This is an optimization exercise on Yosys and OpenROAD, whose aim is small area, a short achievable clock period and few clock cycles per item, not a production implementation. Function was checked by simulation only, so behaviour that the tests miss may differ from the original. Power is estimated from default activity; no workload was simulated.

// fft_4pt
module fft_4pt #(
    parameter DATA_WIDTH = 16
) (
    input clk,
    input rst_n,
    input data_valid_in,
    input  signed [DATA_WIDTH-1:0] x0_r,
    input  signed [DATA_WIDTH-1:0] x0_i,
    input  signed [DATA_WIDTH-1:0] x1_r,
    input  signed [DATA_WIDTH-1:0] x1_i,
    input  signed [DATA_WIDTH-1:0] x2_r,
    input  signed [DATA_WIDTH-1:0] x2_i,
    input  signed [DATA_WIDTH-1:0] x3_r,
    input  signed [DATA_WIDTH-1:0] x3_i,
    output data_valid_out,
    output signed [DATA_WIDTH+1:0] X0_r,
    output signed [DATA_WIDTH+1:0] X0_i,
    output signed [DATA_WIDTH+1:0] X1_r,
    output signed [DATA_WIDTH+1:0] X1_i,
    output signed [DATA_WIDTH+1:0] X2_r,
    output signed [DATA_WIDTH+1:0] X2_i,
    output signed [DATA_WIDTH+1:0] X3_r,
    output signed [DATA_WIDTH+1:0] X3_i
);
==> module fft_4pt, before the edit <==
module fft_4pt #(
    parameter DATA_WIDTH = 16
) (
    input clk,
    input rst_n,
    input data_valid_in,
    input  signed [DATA_WIDTH-1:0] x0_r,
    input  signed [DATA_WIDTH-1:0] x0_i,
    input  signed [DATA_WIDTH-1:0] x1_r,
    input  signed [DATA_WIDTH-1:0] x1_i,
    input  signed [DATA_WIDTH-1:0] x2_r,
    input  signed [DATA_WIDTH-1:0] x2_i,
    input  signed [DATA_WIDTH-1:0] x3_r,
    input  signed [DATA_WIDTH-1:0] x3_i,
    output data_valid_out,
    output signed [DATA_WIDTH+1:0] X0_r,
    output signed [DATA_WIDTH+1:0] X0_i,
    output signed [DATA_WIDTH+1:0] X1_r,
    output signed [DATA_WIDTH+1:0] X1_i,
    output signed [DATA_WIDTH+1:0] X2_r,
    output signed [DATA_WIDTH+1:0] X2_i,
    output signed [DATA_WIDTH+1:0] X3_r,
    output signed [DATA_WIDTH+1:0] X3_i
);
    localparam S1 = DATA_WIDTH + 1;    
    localparam S2 = DATA_WIDTH + 2;    
    localparam K  = 13;                 
    localparam HW = S2 - K;            
    function automatic [17:0] add17(input [16:0] a, input [16:0] b, input ci);
        reg [16:0] p, G, P, G2, P2;
        integer i, d;
        begin
            p = a ^ b;  G = a & b;  P = p;
            G[0] = G[0] | (p[0] & ci);
            for (d = 1; d < 17; d = d * 2) begin
                G2 = G;  P2 = P;
                for (i = 0; i < 17; i = i + 1)
                    if (((i + 1) % (2 * d)) == 0) begin
                        G2[i] = G[i] | (P[i] & G[i-d]);  P2[i] = P[i] & P[i-d];
                    end
                G = G2;  P = P2;
            end
            for (d = 16; d >= 1; d = d / 2) begin
                G2 = G;  P2 = P;
                for (i = 0; i < 17; i = i + 1)
                    if (((i + 1) % (2 * d)) == d && i >= 2 * d) begin
                        G2[i] = G[i] | (P[i] & G[i-d]);  P2[i] = P[i] & P[i-d];
                    end
                G = G2;  P = P2;
            end
            add17 = {G[16], p ^ {G[15:0], ci}};
        end
    endfunction
    function automatic [13:0] addk(input [12:0] a, input [12:0] b, input ci);
        reg [12:0] p, G, P, G2, P2;
        integer i, d;
        begin
            p = a ^ b;  G = a & b;  P = p;
            G[0] = G[0] | (p[0] & ci);
            for (d = 1; d < 13; d = d * 2) begin
                G2 = G;  P2 = P;
                for (i = 0; i < 13; i = i + 1)
                    if (((i + 1) % (2 * d)) == 0) begin
                        G2[i] = G[i] | (P[i] & G[i-d]);  P2[i] = P[i] & P[i-d];
                    end
                G = G2;  P = P2;
            end
            for (d = 16; d >= 1; d = d / 2) begin
                G2 = G;  P2 = P;
                for (i = 0; i < 13; i = i + 1)
                    if (((i + 1) % (2 * d)) == d && i >= 2 * d) begin
                        G2[i] = G[i] | (P[i] & G[i-d]);  P2[i] = P[i] & P[i-d];
                    end
                G = G2;  P = P2;
            end
            addk = {G[12], p ^ {G[11:0], ci}};
        end
    endfunction
    function automatic [5:0] addh(input [4:0] a, input [4:0] b, input ci);
        reg [4:0] p, G, P, G2, P2;
        integer i, d;
        begin
            p = a ^ b;  G = a & b;  P = p;
            G[0] = G[0] | (p[0] & ci);
            for (d = 1; d < 5; d = d * 2) begin
                G2 = G;  P2 = P;
                for (i = 0; i < 5; i = i + 1)
                    if (((i + 1) % (2 * d)) == 0) begin
                        G2[i] = G[i] | (P[i] & G[i-d]);  P2[i] = P[i] & P[i-d];
                    end
                G = G2;  P = P2;
            end
            for (d = 16; d >= 1; d = d / 2) begin
                G2 = G;  P2 = P;
                for (i = 0; i < 5; i = i + 1)
                    if (((i + 1) % (2 * d)) == d && i >= 2 * d) begin
                        G2[i] = G[i] | (P[i] & G[i-d]);  P2[i] = P[i] & P[i-d];
                    end
                G = G2;  P = P2;
            end
            addh = {G[4], p ^ {G[3:0], ci}};
        end
    endfunction
    function automatic [S1-1:0] bf1(input [DATA_WIDTH-1:0] a, input [DATA_WIDTH-1:0] b, input sub);
        reg [S1-1:0] bb;
        reg [S1:0]   t;
        begin
            bb = {b[DATA_WIDTH-1], b} ^ {S1{sub}};
            t = add17({a[DATA_WIDTH-1], a}, bb, sub);
            bf1 = t[S1-1:0];
        end
    endfunction
    reg signed [S1-1:0] A_r, A_i, B_r, B_i, C_r, C_i, D_r, D_i;
    always @(posedge clk) begin
        A_r <= bf1(x0_r, x2_r, 1'b0);  A_i <= bf1(x0_i, x2_i, 1'b0);
        B_r <= bf1(x0_r, x2_r, 1'b1);  B_i <= bf1(x0_i, x2_i, 1'b1);
        C_r <= bf1(x1_r, x3_r, 1'b0);  C_i <= bf1(x1_i, x3_i, 1'b0);
        D_r <= bf1(x1_r, x3_r, 1'b1);  D_i <= bf1(x1_i, x3_i, 1'b1);
    end
    function automatic [S2:0] bfly(input [S1-1:0] p, input [S1-1:0] q, input sub);
        reg [S1-1:0] qq;
        reg [K:0]    lo;
        reg [HW-1:0] hi;
        begin
            qq = sub ? ~q : q;
            lo = addk(p[K-1:0], qq[K-1:0], sub);
            hi = addh({p[S1-1], p[S1-1:K]}, {qq[S1-1], qq[S1-1:K]}, 1'b0);
            bfly = {hi, lo};
        end
    endfunction
    reg [S2:0] Y0_r, Y0_i, Y1_r, Y1_i, Y2_r, Y2_i, Y3_r, Y3_i;
    always @(posedge clk) begin
        Y0_r <= bfly(A_r, C_r, 1'b0);  Y0_i <= bfly(A_i, C_i, 1'b0);
        Y1_r <= bfly(B_r, D_i, 1'b0);  Y1_i <= bfly(B_i, D_r, 1'b1);
        Y2_r <= bfly(A_r, C_r, 1'b1);  Y2_i <= bfly(A_i, C_i, 1'b1);
        Y3_r <= bfly(B_r, D_i, 1'b1);  Y3_i <= bfly(B_i, D_r, 1'b0);
    end
    reg valid_s1, valid_s2;
    always @(posedge clk or negedge rst_n) begin
        if (!rst_n) begin
            valid_s1 <= 1'b0;
            valid_s2 <= 1'b0;
        end else begin
            valid_s1 <= data_valid_in;
            valid_s2 <= valid_s1;
        end
    end
    function automatic [S2-1:0] fin(input [S2:0] y);
        reg [HW-1:0] h, t;
        integer i;
        begin
            h = y[S2:K+1];
            for (i = 0; i < HW; i = i + 1)
                t[i] = y[K] & ((h & ((1 << i) - 1)) == ((1 << i) - 1));
            fin = {h ^ t, y[K-1:0]};
        end
    endfunction
    assign X0_r = fin(Y0_r);  assign X0_i = fin(Y0_i);
    assign X1_r = fin(Y1_r);  assign X1_i = fin(Y1_i);
    assign X2_r = fin(Y2_r);  assign X2_i = fin(Y2_i);
    assign X3_r = fin(Y3_r);  assign X3_i = fin(Y3_i);
    assign data_valid_out = valid_s2;
endmodule
export LEC_CHECK = 0
export ABC_AREA = 1
export CAP_MARGIN = 20
export CORE_MARGIN = 2
export CORE_UTILIZATION = 62
export CTS_BUF_LIST = sky130_fd_sc_hd__clkbuf_4 sky130_fd_sc_hd__clkbuf_8
export CTS_CLUSTER_DIAMETER = 60
export CTS_CLUSTER_SIZE = 16
export SETUP_SLACK_MARGIN = 0.6
export SLEW_MARGIN = 20
export BUFFER_PORTS_ARGS = -buffer_cell sky130_fd_sc_hd__buf_1
create_clock -name core_clock -period 3.0 [get_ports {clk}]
standard.sh (not shown) runs the stock make flow with config.mk's settings and CLKGATE_MAP_FILE= SYNTH_SCRIPT=/design/flow/synth_recipe.tcl, a recipe that flattens the netlist after the stock synthesis.
==> flow/flow/run.sh <==
#!/bin/bash
# The standard layout (standard.sh), with the port buffers that buffer_ports
# inserts made of plain buf_1 cells instead of its default delay buffer.
set -euo pipefail
cd "$(dirname "$0")/.."
echo "export BUFFER_PORTS_ARGS = -buffer_cell sky130_fd_sc_hd__buf_1" >> config.mk
bash standard.sh > standard.log 2>&1
Testbench counts at the start, summed over its fixed seeds: cycles 8,016, items 8,000.
Change:
--- a/flow/design.v
+++ b/flow/design.v
@@ -21,13 +21,13 @@
     output signed [DATA_WIDTH+1:0] X2_i,
     output signed [DATA_WIDTH+1:0] X3_r,
     output signed [DATA_WIDTH+1:0] X3_i
 );
     localparam S1 = DATA_WIDTH + 1;    
     localparam S2 = DATA_WIDTH + 2;    
-    localparam K  = 13;                 
+    localparam K  = 11;                 
     localparam HW = S2 - K;            
     function automatic [17:0] add17(input [16:0] a, input [16:0] b, input ci);
         reg [16:0] p, G, P, G2, P2;
         integer i, d;
         begin
             p = a ^ b;  G = a & b;  P = p;
@@ -48,60 +48,60 @@
                     end
                 G = G2;  P = P2;
             end
             add17 = {G[16], p ^ {G[15:0], ci}};
         end
     endfunction
-    function automatic [13:0] addk(input [12:0] a, input [12:0] b, input ci);
-        reg [12:0] p, G, P, G2, P2;
+    function automatic [11:0] addk(input [10:0] a, input [10:0] b, input ci);
+        reg [10:0] p, G, P, G2, P2;
         integer i, d;
         begin
             p = a ^ b;  G = a & b;  P = p;
             G[0] = G[0] | (p[0] & ci);
-            for (d = 1; d < 13; d = d * 2) begin
+            for (d = 1; d < 11; d = d * 2) begin
                 G2 = G;  P2 = P;
-                for (i = 0; i < 13; i = i + 1)
+                for (i = 0; i < 11; i = i + 1)
                     if (((i + 1) % (2 * d)) == 0) begin
                         G2[i] = G[i] | (P[i] & G[i-d]);  P2[i] = P[i] & P[i-d];
                     end
                 G = G2;  P = P2;
             end
             for (d = 16; d >= 1; d = d / 2) begin
                 G2 = G;  P2 = P;
-                for (i = 0; i < 13; i = i + 1)
+                for (i = 0; i < 11; i = i + 1)
                     if (((i + 1) % (2 * d)) == d && i >= 2 * d) begin
                         G2[i] = G[i] | (P[i] & G[i-d]);  P2[i] = P[i] & P[i-d];
                     end
                 G = G2;  P = P2;
             end
-            addk = {G[12], p ^ {G[11:0], ci}};
+            addk = {G[10], p ^ {G[9:0], ci}};
         end
     endfunction
-    function automatic [5:0] addh(input [4:0] a, input [4:0] b, input ci);
-        reg [4:0] p, G, P, G2, P2;
+    function automatic [7:0] addh(input [6:0] a, input [6:0] b, input ci);
+        reg [6:0] p, G, P, G2, P2;
         integer i, d;
         begin
             p = a ^ b;  G = a & b;  P = p;
             G[0] = G[0] | (p[0] & ci);
-            for (d = 1; d < 5; d = d * 2) begin
+            for (d = 1; d < 7; d = d * 2) begin
                 G2 = G;  P2 = P;
-                for (i = 0; i < 5; i = i + 1)
+                for (i = 0; i < 7; i = i + 1)
                     if (((i + 1) % (2 * d)) == 0) begin
                         G2[i] = G[i] | (P[i] & G[i-d]);  P2[i] = P[i] & P[i-d];
                     end
                 G = G2;  P = P2;
             end
             for (d = 16; d >= 1; d = d / 2) begin
                 G2 = G;  P2 = P;
-                for (i = 0; i < 5; i = i + 1)
+                for (i = 0; i < 7; i = i + 1)
                     if (((i + 1) % (2 * d)) == d && i >= 2 * d) begin
                         G2[i] = G[i] | (P[i] & G[i-d]);  P2[i] = P[i] & P[i-d];
                     end
                 G = G2;  P = P2;
             end
-            addh = {G[4], p ^ {G[3:0], ci}};
+            addh = {G[6], p ^ {G[5:0], ci}};
         end
     endfunction
     function automatic [S1-1:0] bf1(input [DATA_WIDTH-1:0] a, input [DATA_WIDTH-1:0] b, input sub);
         reg [S1-1:0] bb;
         reg [S1:0]   t;
         begin
The new run finished clean.
Core utilization goes up by 2.5 points.
Hold slack is worse by 12 ps.
Register-to-register slack is better by 20 ps.
Power goes up by about 6.6%.
Maximum frequency goes down by 0.54%.
Sequential power goes up by about 3%.
Clock-buffer cell count goes up by 3.
Sequential cell count is unchanged.
Testbench counts after the change, summed over its fixed seeds: cycles 8,016, items 8,000.

[what the ideal ports hide]
No port has a modelled driver above. Below, the same layouts with a new extraction and two added sets of constraints. Step 1: set_driving_cell puts a clkbuf_16 on clk and a buf_2 on each other input, an assumption about the parent block. Step 2, shift: input delay + t, output delay - t, t = (earliest + latest rising clock arrival at the registers) / 2. This alone moves slack from input paths to output paths. Three values: ideal, step 1, step 2; two values: the first two.
| run | t (ns) | setup WS [ns] | clock arrival spread, ns | worst slew at a driven data input, ns |
|---|---|---|---|---|
| the first run | 0.618 | 0.670 / 0.670 / 0.308 | 0.032 / 0.032 | 0.06 |
| the second run | 0.629 | 0.658 / 0.608 / 0.340 | 0.026 / 0.026 | 0.09 |
After both steps every run listed still meets setup and hold. The setup slack of the first run, which loses most, moves by 0.000 ns with the drivers and by -0.362 ns with both steps.
